What follows belongs to an exercise in optimizing a design on an open flow for small area and a short achievable clock period; a production flow would make more cautious choices.
Only simulation tests tie the RTL to the original design; equivalence was not proved.
Power figures rest on the tool's default switching activity, not on a simulated workload.

## ALU_TOP
module ALU_TOP #(parameter width_top = 16) (A, B, ALU_FUN,
    CLK,RST,
    ARITH_OUT,
    LOGIC_OUT,
    CMP_OUT,
    SHIFT_OUT,
    CARRY_OUT,
    ARITH_FLAG_OUT,
    LOGIC_FLAG_OUT,
    CMP_FLAG_OUT,
    SHIFT_FLAG_OUT
    );
For scale: roughly 56 flip-flops, roughly 170 I/O pins.
==> flow/config.mk <==
export PLATFORM = sky130hd
export DESIGN_NAME = ALU_TOP
export DESIGN_NICKNAME = ALU_TOP
export VERILOG_FILES = /design/flow/design.v
export SDC_FILE = /design/flow/constraint.sdc
export NUM_CORES = 4
export LEC_CHECK = 0
export CAP_MARGIN = 20
export CORE_MARGIN = 2
export CORE_UTILIZATION = 75
export PLACE_DENSITY = 0.85
export SLEW_MARGIN = 20
export SYNTH_HIERARCHICAL = 1
==> flow/constraint.sdc <==
create_clock -name core_clock -period 130.0 [get_ports {CLK}]
set_input_delay 26.0000 -clock core_clock [delete_from_list [all_inputs] [get_ports {CLK}]]
set_output_delay 26.0000 -clock core_clock [all_outputs]
set_load 0.01 [all_outputs]
standard.sh (not shown) runs the stock make flow with config.mk's settings and CLKGATE_MAP_FILE= SYNTH_SCRIPT=/design/flow/synth_recipe.tcl, a recipe that flattens the netlist after the stock synthesis.
==> flow/flow/run.sh <==
#!/bin/bash
# Own layout flow: the standard flow (standard.sh) with two changes made
# through the environment the ORFS scripts read:
#  - the port buffers are sky130_fd_sc_hd__buf_1 instead of the flow's
#    default choice (every input and output port still gets its buffer);
#  - repair_timing aims for 89 ns of setup slack instead of 0, so that it
#    sizes up and buffers the longest paths (the SDC is unchanged).
# The make run's whole output goes to flow_make.log in this folder; ORFS keeps
# each step's full log under orfs/logs/.
set -euo pipefail
export BUFFER_PORTS_ARGS="-buffer_cell sky130_fd_sc_hd__buf_1"
export SETUP_SLACK_MARGIN=89
bash standard.sh > flow_make.log 2>&1
The first run passed the timing, DRC and antenna checks.
==> next run, changes <==
==> flow/flow/run.sh (replaced) <==
#!/bin/bash
# Own layout flow: the standard flow (standard.sh), except that the port
# buffers are sky130_fd_sc_hd__buf_1 instead of the flow's default choice.
# The whole make run's output goes to flow_make.log; ORFS keeps each step's
# log under orfs/logs/.
set -euo pipefail
export BUFFER_PORTS_ARGS="-buffer_cell sky130_fd_sc_hd__buf_1"
export SETUP_SLACK_MARGIN=91
export TNS_END_PERCENT=0
bash standard.sh > flow_make.log 2>&1
CORE_UTILIZATION = 40   (was 75)
PLACE_DENSITY = not set   (was 0.85)
After rerunning:
- core utilization went down by 32 points
- via count rises by 1.1%
- cell count grows by 17%
- synthesized area is unchanged
- worst setup slack is better by 1.7 ns
==> next run, changes <==
--- a/flow/flow/run.sh
+++ b/flow/flow/run.sh
@@ -7,4 +7,3 @@
 export BUFFER_PORTS_ARGS="-buffer_cell sky130_fd_sc_hd__buf_1"
-export SETUP_SLACK_MARGIN=91
-export TNS_END_PERCENT=0
+export SETUP_SLACK_MARGIN=90
 bash standard.sh > flow_make.log 2>&1
CORE_UTILIZATION = 60   (was 40)
PLACE_DENSITY = 0.72   (was not set)
=>
- The new run passed the timing, DRC and antenna checks
- global-route usage rose by 9.3 points
- sequential power is about the same
- routed wire length shrinks by 8.8%
==> next run, changes <==
--- a/flow/flow/run.sh
+++ b/flow/flow/run.sh
@@ -7,3 +7,3 @@
 export BUFFER_PORTS_ARGS="-buffer_cell sky130_fd_sc_hd__buf_1"
-export SETUP_SLACK_MARGIN=90
+export SETUP_SLACK_MARGIN=91
 bash standard.sh > flow_make.log 2>&1
CORE_UTILIZATION = 40   (was 60)
PLACE_DENSITY = not set   (was 0.72)
Clock-buffer cell count goes up by 1.
Combinational power climbs by about 4%.
Power rose by 3.0%.
Routed wire length rises by 6.7%.
Global-route usage shrinks by 9.8 points.
Sequential cell count stays the same.
Cell count came out higher by 11%.
Setup slack improved by 0.78 ns.
Final area grows by 6.3%.
Via count went up by 0.56%.
Utilization shrinks by 20 points.

========
Setup of try-umber:
Another version of the RTL of ALU_TOP (not shown whole).
Size in the first run: about 2200 cells after synthesis, about 56 flip-flops, about 170 I/O pins, ~17000 µm² of cells after synthesis.
// ALU_TOP
module ALU_TOP #(parameter width_top = 16) (A, B, ALU_FUN,
    CLK,RST,
    ARITH_OUT,
    LOGIC_OUT,
    CMP_OUT,
    SHIFT_OUT,
    CARRY_OUT,
    ARITH_FLAG_OUT,
    LOGIC_FLAG_OUT,
    CMP_FLAG_OUT,
    SHIFT_FLAG_OUT
    );
==> flow/config.mk <==
export PLATFORM = sky130hd
export DESIGN_NAME = ALU_TOP
export DESIGN_NICKNAME = ALU_TOP
export VERILOG_FILES = /design/flow/design.v
export SDC_FILE = /design/flow/constraint.sdc
export NUM_CORES = 4
export LEC_CHECK = 0
export ABC_AREA = 1
export CAP_MARGIN = 20
export CORE_MARGIN = 2
export CORE_UTILIZATION = 60
export PLACE_DENSITY = 0.72
export SLEW_MARGIN = 20
export SYNTH_HIERARCHICAL = 1
==> flow/constraint.sdc <==
create_clock -name core_clock -period 130.0 [get_ports {CLK}]
set_input_delay 26.0000 -clock core_clock [delete_from_list [all_inputs] [get_ports {CLK}]]
set_output_delay 26.0000 -clock core_clock [all_outputs]
set_load 0.01 [all_outputs]
==> flow/flow/run.sh <==
#!/bin/bash
# Own layout flow: the standard flow (standard.sh) with two changes made
# through the environment the ORFS scripts read:
#  - the port buffers are sky130_fd_sc_hd__buf_1 instead of the flow's
#    default choice (every input and output port still gets its buffer);
#  - repair_timing aims for 89 ns of setup slack instead of 0, so that it
#    sizes up and buffers the longest paths (the SDC is unchanged).
# The make run's whole output goes to flow_make.log in this folder; ORFS keeps
# each step's full log under orfs/logs/.
set -euo pipefail
export BUFFER_PORTS_ARGS="-buffer_cell sky130_fd_sc_hd__buf_1"
export SETUP_SLACK_MARGIN=89
bash standard.sh > flow_make.log 2>&1
> inputs changed (try-umber -> try-violet)
==> flow/flow/run.sh <==
#!/bin/bash
# Own layout flow: the standard flow (standard.sh) with two changes made
# through the environment the ORFS scripts read:
#  - the port buffers are sky130_fd_sc_hd__buf_1 instead of the flow's
#    default choice (every input and output port still gets its buffer);
#  - repair_timing aims for 91 ns of setup slack instead of 0, so that it
#    sizes up and buffers the longest paths (the SDC is unchanged).
# The make run's whole output goes to flow_make.log in this folder; ORFS keeps
# each step's full log under orfs/logs/.
set -euo pipefail
export BUFFER_PORTS_ARGS="-buffer_cell sky130_fd_sc_hd__buf_1"
export SETUP_SLACK_MARGIN=91
bash standard.sh > flow_make.log 2>&1
Findings:
- Fmax | try-violet vs try-umber | try-violet faster
- Diff try-umber -> try-violet: leakage power summed over all cells went up, first-pass GRT wire length climbed about 0.5%, core utilization went up 1.2 points, net switching power figure rose about 1.3%.
- Higher multi-input combinational area share goes to try-umber over try-violet.
- try-violet vs try-umber: all-layer global routing usage up
- In try-violet, number of buffers inserted by post-CTS setup repair is higher than in try-umber.
#### Input delta (try-maple over try-violet)
-- flow/config.mk --
<<< try-violet, line 9
export CAP_MARGIN = 20
export CORE_MARGIN = 2
export CORE_UTILIZATION = 60
export PLACE_DENSITY = 0.72
export SLEW_MARGIN = 20
export SYNTH_HIERARCHICAL = 1
>>> try-maple, line 9
export CAP_MARGIN = 20
export CORE_MARGIN = 2
export CORE_UTILIZATION = 70
export GPL_ROUTABILITY_DRIVEN = 0
export PLACE_DENSITY = 0.8
export SLEW_MARGIN = 20
export SYNTH_HIERARCHICAL = 1
Notes after the runs:
- Compared with try-violet, placement density in the core of try-maple is higher.
- Looking at detailed-route wire length on metal 1 across try-maple and try-violet, the one that comes out lower is try-maple.
- Changes observed in try-maple relative to try-violet: flip-flop and latch count shows no meaningful change, final area shows a reduction of about 0.45%.
Relative to try-maple, the following input files were edited for try-amber:
==> flow/flow/run.sh <==
#!/bin/bash
# Own layout flow: the standard flow (standard.sh) with two changes made
# through the environment the ORFS scripts read:
#  - the port buffers are sky130_fd_sc_hd__buf_1 instead of the flow's
#    default choice (every input and output port still gets its buffer);
#  - repair_timing aims for 92 ns of setup slack instead of 0, so that it
#    sizes up and buffers the longest paths (the SDC is unchanged).
# The make run's whole output goes to flow_make.log in this folder; ORFS keeps
# each step's full log under orfs/logs/.
set -euo pipefail
export BUFFER_PORTS_ARGS="-buffer_cell sky130_fd_sc_hd__buf_1"
export SETUP_SLACK_MARGIN=92
bash standard.sh > flow_make.log 2>&1
-- flow/config.mk --
<<< try-maple, line 9
export CAP_MARGIN = 20
export CORE_MARGIN = 2
export CORE_UTILIZATION = 70
export GPL_ROUTABILITY_DRIVEN = 0
export PLACE_DENSITY = 0.8
export SLEW_MARGIN = 20
export SYNTH_HIERARCHICAL = 1
>>> try-amber, line 9
export CAP_MARGIN = 20
export CORE_MARGIN = 2
export CORE_UTILIZATION = 60
export PLACE_DENSITY = 0.72
export SLEW_MARGIN = 20
export SYNTH_HIERARCHICAL = 1
==> comparison <==
- try-amber — die area 16% higher, try-maple as reference
- try-amber against try-maple: routed length on met2 grew by 6.4%; setup slack went up.

========
Setup of alpha:
Another version of the RTL of ALU_TOP (not shown whole).
For scale: ~1800 cells after synthesis, roughly 56 flip-flops, roughly 170 I/O pins, about 16000 µm² of cells after synthesis.
clock: 130.0 ns
lec_check: 0
cap_margin: 20
core_margin: 2
core_utilization: 60
cts_buf_list: sky130_fd_sc_hd__clkbuf_8
cts_cluster_diameter: 60
cts_cluster_size: 12
place_density: 0.72
slew_margin: 20
synth_hierarchical: 1
==> flow/flow/run.sh <==
#!/bin/bash
# Own layout flow: the standard flow (standard.sh) with two changes made
# through the environment the ORFS scripts read:
#  - the port buffers are sky130_fd_sc_hd__buf_1 instead of the flow's
#    default choice (every input and output port still gets its buffer);
#  - repair_timing aims for 89 ns of setup slack instead of 0, so that it
#    sizes up and buffers the longest paths (the SDC is unchanged).
# The make run's whole output goes to flow_make.log in this folder; ORFS keeps
# each step's full log under orfs/logs/.
set -euo pipefail
export BUFFER_PORTS_ARGS="-buffer_cell sky130_fd_sc_hd__buf_1"
export SETUP_SLACK_MARGIN=89
bash standard.sh > flow_make.log 2>&1
For beta, these inputs were changed with respect to alpha:
- CTS_BUF_LIST removed (was sky130_fd_sc_hd__clkbuf_8)
- ABC_AREA newly set to 1
- CTS_CLUSTER_DIAMETER removed (was 60)
- CTS_CLUSTER_SIZE removed (was 12)
diff --git a/flow/flow/run.sh b/flow/flow/run.sh
--- a/flow/flow/run.sh
+++ b/flow/flow/run.sh
@@ -5,3 +5,3 @@
 #    default choice (every input and output port still gets its buffer);
-#  - repair_timing aims for 89 ns of setup slack instead of 0, so that it
+#  - repair_timing aims for 90 ns of setup slack instead of 0, so that it
 #    sizes up and buffers the longest paths (the SDC is unchanged).
@@ -11,3 +11,3 @@
 export BUFFER_PORTS_ARGS="-buffer_cell sky130_fd_sc_hd__buf_1"
-export SETUP_SLACK_MARGIN=89
+export SETUP_SLACK_MARGIN=90
 bash standard.sh > flow_make.log 2>&1
[summary]
- Area added between synthesis and finish ends up lower on beta.
- In the flow results for alpha and beta, the multi-input gate area in the final layout is larger on alpha.
- Between alpha and beta, the difference in die footprint is negligible.
- Per the comparison of beta with alpha, largest vdd supply drop picked up an extra 5.7%, clock-cell share of area picked up an extra 0.30 points, synthesized instance count picked up an extra 297.
For gamma, these inputs were changed with respect to beta:
- removing ABC_AREA (formerly 1)
diff --git a/flow/flow/run.sh b/flow/flow/run.sh
--- a/flow/flow/run.sh
+++ b/flow/flow/run.sh
@@ -5,3 +5,3 @@
 #    default choice (every input and output port still gets its buffer);
-#  - repair_timing aims for 90 ns of setup slack instead of 0, so that it
+#  - repair_timing aims for 89 ns of setup slack instead of 0, so that it
 #    sizes up and buffers the longest paths (the SDC is unchanged).
@@ -11,3 +11,4 @@
 export BUFFER_PORTS_ARGS="-buffer_cell sky130_fd_sc_hd__buf_1"
-export SETUP_SLACK_MARGIN=90
+export SETUP_SLACK_MARGIN=89
+export REMOVE_ABC_BUFFERS=1
 bash standard.sh > flow_make.log 2>&1
[summary]
Relative to beta, the final area of gamma is higher by 2.0%.
Diff beta..gamma | total negative slack for setup checks | unchanged
Going from beta to gamma, number of fillers in the final layout went down by 109; total wirelength of the detailed-routed design went up by 1.2%; minimum clock period after layout went up by 0.68 ns; sequential cell area fraction in the yosys report was more or less identical.
For gamma, the worst setup path startpoint was a_r[6], unlike beta, where it was b_r[4].
Lower area growth from synthesis to final layout among beta and gamma: beta
~same via count of the first global-routing pass in beta and gamma
The core utilization number comes out higher for gamma vs beta.
Relative to gamma, the following input files were edited for delta:
- ABC_AREA: unset -> 1
diff --git a/flow/flow/run.sh b/flow/flow/run.sh
--- a/flow/flow/run.sh
+++ b/flow/flow/run.sh
@@ -12,3 +12,2 @@
 export SETUP_SLACK_MARGIN=89
-export REMOVE_ABC_BUFFERS=1
 bash standard.sh > flow_make.log 2>&1
==> run summary <==
delta vs. gamma: fraction of the mapped netlist area in adder cells -0.46 points; design area -3.4%; worst setup slack +0.021 ns; clock-pin transition on the worst setup and hold timing paths ~0 delta; mux cell area share after synthesis -4.8 points.
Of delta and gamma, it is delta that has the lower depth of the critical timing path with buffers and inverters included.
When delta is set beside gamma, its total power turns out to be about 3% larger.
Number of enable flip-flop cells after synthesis came out exactly the same in delta and gamma.

========
Starting RTL as in the previous note.
==> flow/config.mk <==
export PLATFORM = sky130hd
export DESIGN_NAME = ALU_TOP
export DESIGN_NICKNAME = ALU_TOP
export VERILOG_FILES = /design/flow/design.v
export SDC_FILE = /design/flow/constraint.sdc
export NUM_CORES = 4
export LEC_CHECK = 0
export CAP_MARGIN = 20
export CORE_MARGIN = 2
export CORE_UTILIZATION = 60
export GPL_TIMING_DRIVEN = 1
export PLACE_DENSITY = 0.72
export SLEW_MARGIN = 20
export SYNTH_HIERARCHICAL = 1
==> flow/constraint.sdc <==
create_clock -name core_clock -period 130.0 [get_ports {CLK}]
set_input_delay 26.0000 -clock core_clock [delete_from_list [all_inputs] [get_ports {CLK}]]
set_output_delay 26.0000 -clock core_clock [all_outputs]
set_load 0.01 [all_outputs]
==> flow/flow/run.sh <==
#!/bin/bash
# Own layout flow: the standard flow (standard.sh) with two changes made
# through the environment the ORFS scripts read:
#  - the port buffers are sky130_fd_sc_hd__buf_1 instead of the flow's
#    default choice (every input and output port still gets its buffer);
#  - repair_timing aims for 89 ns of setup slack instead of 0, so that it
#    sizes up and buffers the longest paths (the SDC is unchanged).
# The make run's whole output goes to flow_make.log in this folder; ORFS keeps
# each step's full log under orfs/logs/.
set -euo pipefail
export BUFFER_PORTS_ARGS="-buffer_cell sky130_fd_sc_hd__buf_1"
export SETUP_SLACK_MARGIN=89
bash standard.sh > flow_make.log 2>&1
Edit:
Settings changed: GPL_TIMING_DRIVEN 1 to unset.
What happened:
- die area does not change
- worst setup slack does not change
- first-iteration DRC count is unchanged
- clock power is about the same
- wire length stays the same
- final area does not change
- power is unchanged
- final cell count stays the same

========
RTL: one of the versions met above, not the one the previous note started from.
Size: roughly 1800 cells after synthesis, about 170 I/O pins, roughly 16000 µm² of cells after synthesis.
==> flow/config.mk <==
export PLATFORM = sky130hd
export DESIGN_NAME = ALU_TOP
export DESIGN_NICKNAME = ALU_TOP
export VERILOG_FILES = /design/flow/design.v
export SDC_FILE = /design/flow/constraint.sdc
export NUM_CORES = 4
export LEC_CHECK = 0
export CAP_MARGIN = 20
export CORE_MARGIN = 2
export CORE_UTILIZATION = 60
export PLACE_DENSITY = 0.72
export SLEW_MARGIN = 20
export SYNTH_HIERARCHICAL = 1
==> flow/constraint.sdc <==
create_clock -name core_clock -period 130.0 [get_ports {CLK}]
set_input_delay 26.0000 -clock core_clock [delete_from_list [all_inputs] [get_ports {CLK}]]
set_output_delay 26.0000 -clock core_clock [all_outputs]
set_load 0.01 [all_outputs]
==> flow/flow/run.sh <==
#!/bin/bash
# Own layout flow: the standard flow (standard.sh) with two changes made
# through the environment the ORFS scripts read:
#  - the port buffers are sky130_fd_sc_hd__buf_1 instead of the flow's
#    default choice (every input and output port still gets its buffer);
#  - repair_timing aims for 89 ns of setup slack instead of 0, so that it
#    sizes up and buffers the longest paths (the SDC is unchanged).
# The make run's whole output goes to flow_make.log in this folder; ORFS keeps
# each step's full log under orfs/logs/.
set -euo pipefail
export BUFFER_PORTS_ARGS="-buffer_cell sky130_fd_sc_hd__buf_1"
export SETUP_SLACK_MARGIN=89
export RECOVER_POWER=80
bash standard.sh > flow_make.log 2>&1
The starting point finished but failed the layout checks on max-capacitance violations, max-slew violations.
Edit:
==> flow/run.sh (new file) <==
#!/bin/bash
# synth_recipe.tcl (not shown) runs the flow's synth.tcl, then flattens the netlist and writes it again
# the make line also repeats each setting of config.mk as NAME=value (left out here)
make -C /OpenROAD-flow-scripts/flow DESIGN_CONFIG=/design/flow/config.mk WORK_HOME=/design/flow/orfs CLKGATE_MAP_FILE= SYNTH_SCRIPT=/design/flow/synth_recipe.tcl finish
CORE_UTILIZATION = 40   (was 60)
PLACE_DENSITY = unset   (was 0.72)
removed: flow/flow/run.sh
removed: flow/standard.sh
Effect: Now the flow produced a clean layout. Core utilization drops by 20 points. Non-clock buffer count drops by 20. Global-route usage drops by 9.7 points. Sequential share of layout area drops by 0.27 points.
Edit:
==> flow/flow/run.sh (new file) <==
#!/bin/bash
# Own layout flow: the standard flow (standard.sh) with two changes made
# through the environment the ORFS scripts read:
#  - the port buffers are sky130_fd_sc_hd__buf_1 instead of the flow's
#    default choice (every input and output port still gets its buffer);
#  - repair_timing aims for 89 ns of setup slack instead of 0, so that it
#    sizes up and buffers the longest paths (the SDC is unchanged).
# The make run's whole output goes to flow_make.log in this folder; ORFS keeps
# each step's full log under orfs/logs/.
set -euo pipefail
export BUFFER_PORTS_ARGS="-buffer_cell sky130_fd_sc_hd__buf_1"
export SETUP_SLACK_MARGIN=89
bash standard.sh > flow_make.log 2>&1
==> flow/standard.sh (new file) <==
#!/bin/bash
# synth_recipe.tcl (not shown) runs the flow's synth.tcl, then flattens the netlist and writes it again
# the make line also repeats each setting of config.mk as NAME=value (left out here)
make -C /OpenROAD-flow-scripts/flow DESIGN_CONFIG=/design/flow/config.mk WORK_HOME=/design/flow/orfs CLKGATE_MAP_FILE= SYNTH_SCRIPT=/design/flow/synth_recipe.tcl "${@:-finish}"
CORE_UTILIZATION = 60   (was 40)
PLACE_DENSITY = 0.72   (was unset)
removed: flow/run.sh
After rerunning: The new run went through all stages and came out clean; non-clock buffer count came out higher by 20; cell area went down by 3.5%; sequential cell count does not change; core utilization is higher by 20 points; power goes down by 2.5%.
Edit:
==> flow/flow/run.sh (replaced) <==
#!/bin/bash
# Own layout flow: the standard flow (standard.sh), except that the port
# buffers are sky130_fd_sc_hd__buf_1 instead of the flow's default choice.
# The whole make run's output goes to flow_make.log; ORFS keeps each step's
# log under orfs/logs/.
set -euo pipefail
export BUFFER_PORTS_ARGS="-buffer_cell sky130_fd_sc_hd__buf_1"
export SETUP_SLACK_MARGIN=89
bash standard.sh > flow_make.log 2>&1
CORE_UTILIZATION = 40   (was 60)
PLACE_DENSITY = unset   (was 0.72)
Hold slack stays flat.
Routed wire length increases by a few percent.
Die area increases by well over a third.
Critical path depth increases by 25.
Sequential power hardly moves.
Cell area increases slightly.

separate check: timing with driven ports:
The results above use ideal ports. As a check the final layouts listed here were re-extracted and re-timed, cells and wires unchanged.
Step 1, drivers: a clkbuf_16 drives CLK and a buf_2 each remaining input, both assumed.
Step 2 moves the port delays by t, midway between the first and last clock arrival at a register: inputs arrive t later, outputs are due t later. That takes back most of the time a late clock gives input paths.
Three values: no drivers, after step 1, after step 2; two values: the first two.
| run | t (ns) | slack for setup (ns) | hold slack, ns | worst data-port slew with drivers (ns) | pins driven straight from the clock port |
|---|---|---|---|---|---|
| the first run of note 1 | 0.343 | 89.428 / 89.389 / 89.732 | 25.519 / 25.502 / 25.844 | 0.04 | 1 |
| the second run of note 1 | 0.360 | 91.086 / 91.039 / 91.270 | 25.506 / 25.499 / 25.860 | 0.04 | 1 |
| the third run of note 1 | 0.356 | 90.286 / 90.241 / 90.535 | 25.500 / 25.484 / 25.840 | 0.04 | 1 |
| the fourth run of note 1 | 0.352 | 91.063 / 91.016 / 91.317 | 25.509 / 25.504 / 25.856 | 0.04 | 1 |
| try-umber | 0.361 | 90.493 / 90.444 / 90.805 | 25.502 / 25.522 / 25.883 | 0.07 | 1 |
| try-violet | 0.362 | 91.599 / 91.548 / 91.643 | 25.502 / 25.521 / 25.883 | 0.07 | 1 |
| try-maple | 0.367 | 91.450 / 91.406 / 91.773 | 25.484 / 25.487 / 25.854 | 0.06 | 1 |
| try-amber | 0.361 | 92.285 / 92.235 / 92.368 | 25.504 / 25.522 / 25.883 | 0.07 | 1 |
| alpha | 0.364 | 89.697 / 89.660 / 89.718 | 25.472 / 25.466 / 25.830 | 0.04 | 1 |
| beta | 0.366 | 90.434 / 90.383 / 90.750 | 25.495 / 25.482 / 25.849 | 0.05 | 1 |
| gamma | 0.335 | 89.756 / 89.714 / 89.675 | 25.527 / 25.520 / 25.854 | 0.04 | 1 |
| delta | 0.365 | 89.777 / 89.725 / 90.090 | 25.500 / 25.486 / 25.851 | 0.05 | 1 |
| the first run of note 4 | 0.343 | 89.799 / 89.758 / 89.803 | 25.510 / 25.499 / 25.842 | 0.04 | 1 |
| the second run of note 4 | 0.343 | 89.799 / 89.758 / 89.803 | 25.510 / 25.499 / 25.842 | 0.04 | 1 |
| the first run of note 5 | 0.358 | 87.259 / 87.214 / 87.572 | 25.497 / 25.479 / 25.837 | 0.04 | 1 |
| the second run of note 5 | 0.360 | 86.983 / 86.936 / 87.296 | 25.879 / 25.861 / 26.221 | 0.04 | 1 |
| the third run of note 5 | 0.358 | 89.482 / 89.437 / 89.720 | 25.499 / 25.482 / 25.840 | 0.04 | 1 |
| the fourth run of note 5 | 0.359 | 89.632 / 89.588 / 89.874 | 25.502 / 25.483 / 25.842 | 0.05 | 1 |
For gamma, which loses most, drivers alone change the setup slack by -0.042 ns; drivers and shift together by -0.081 ns.
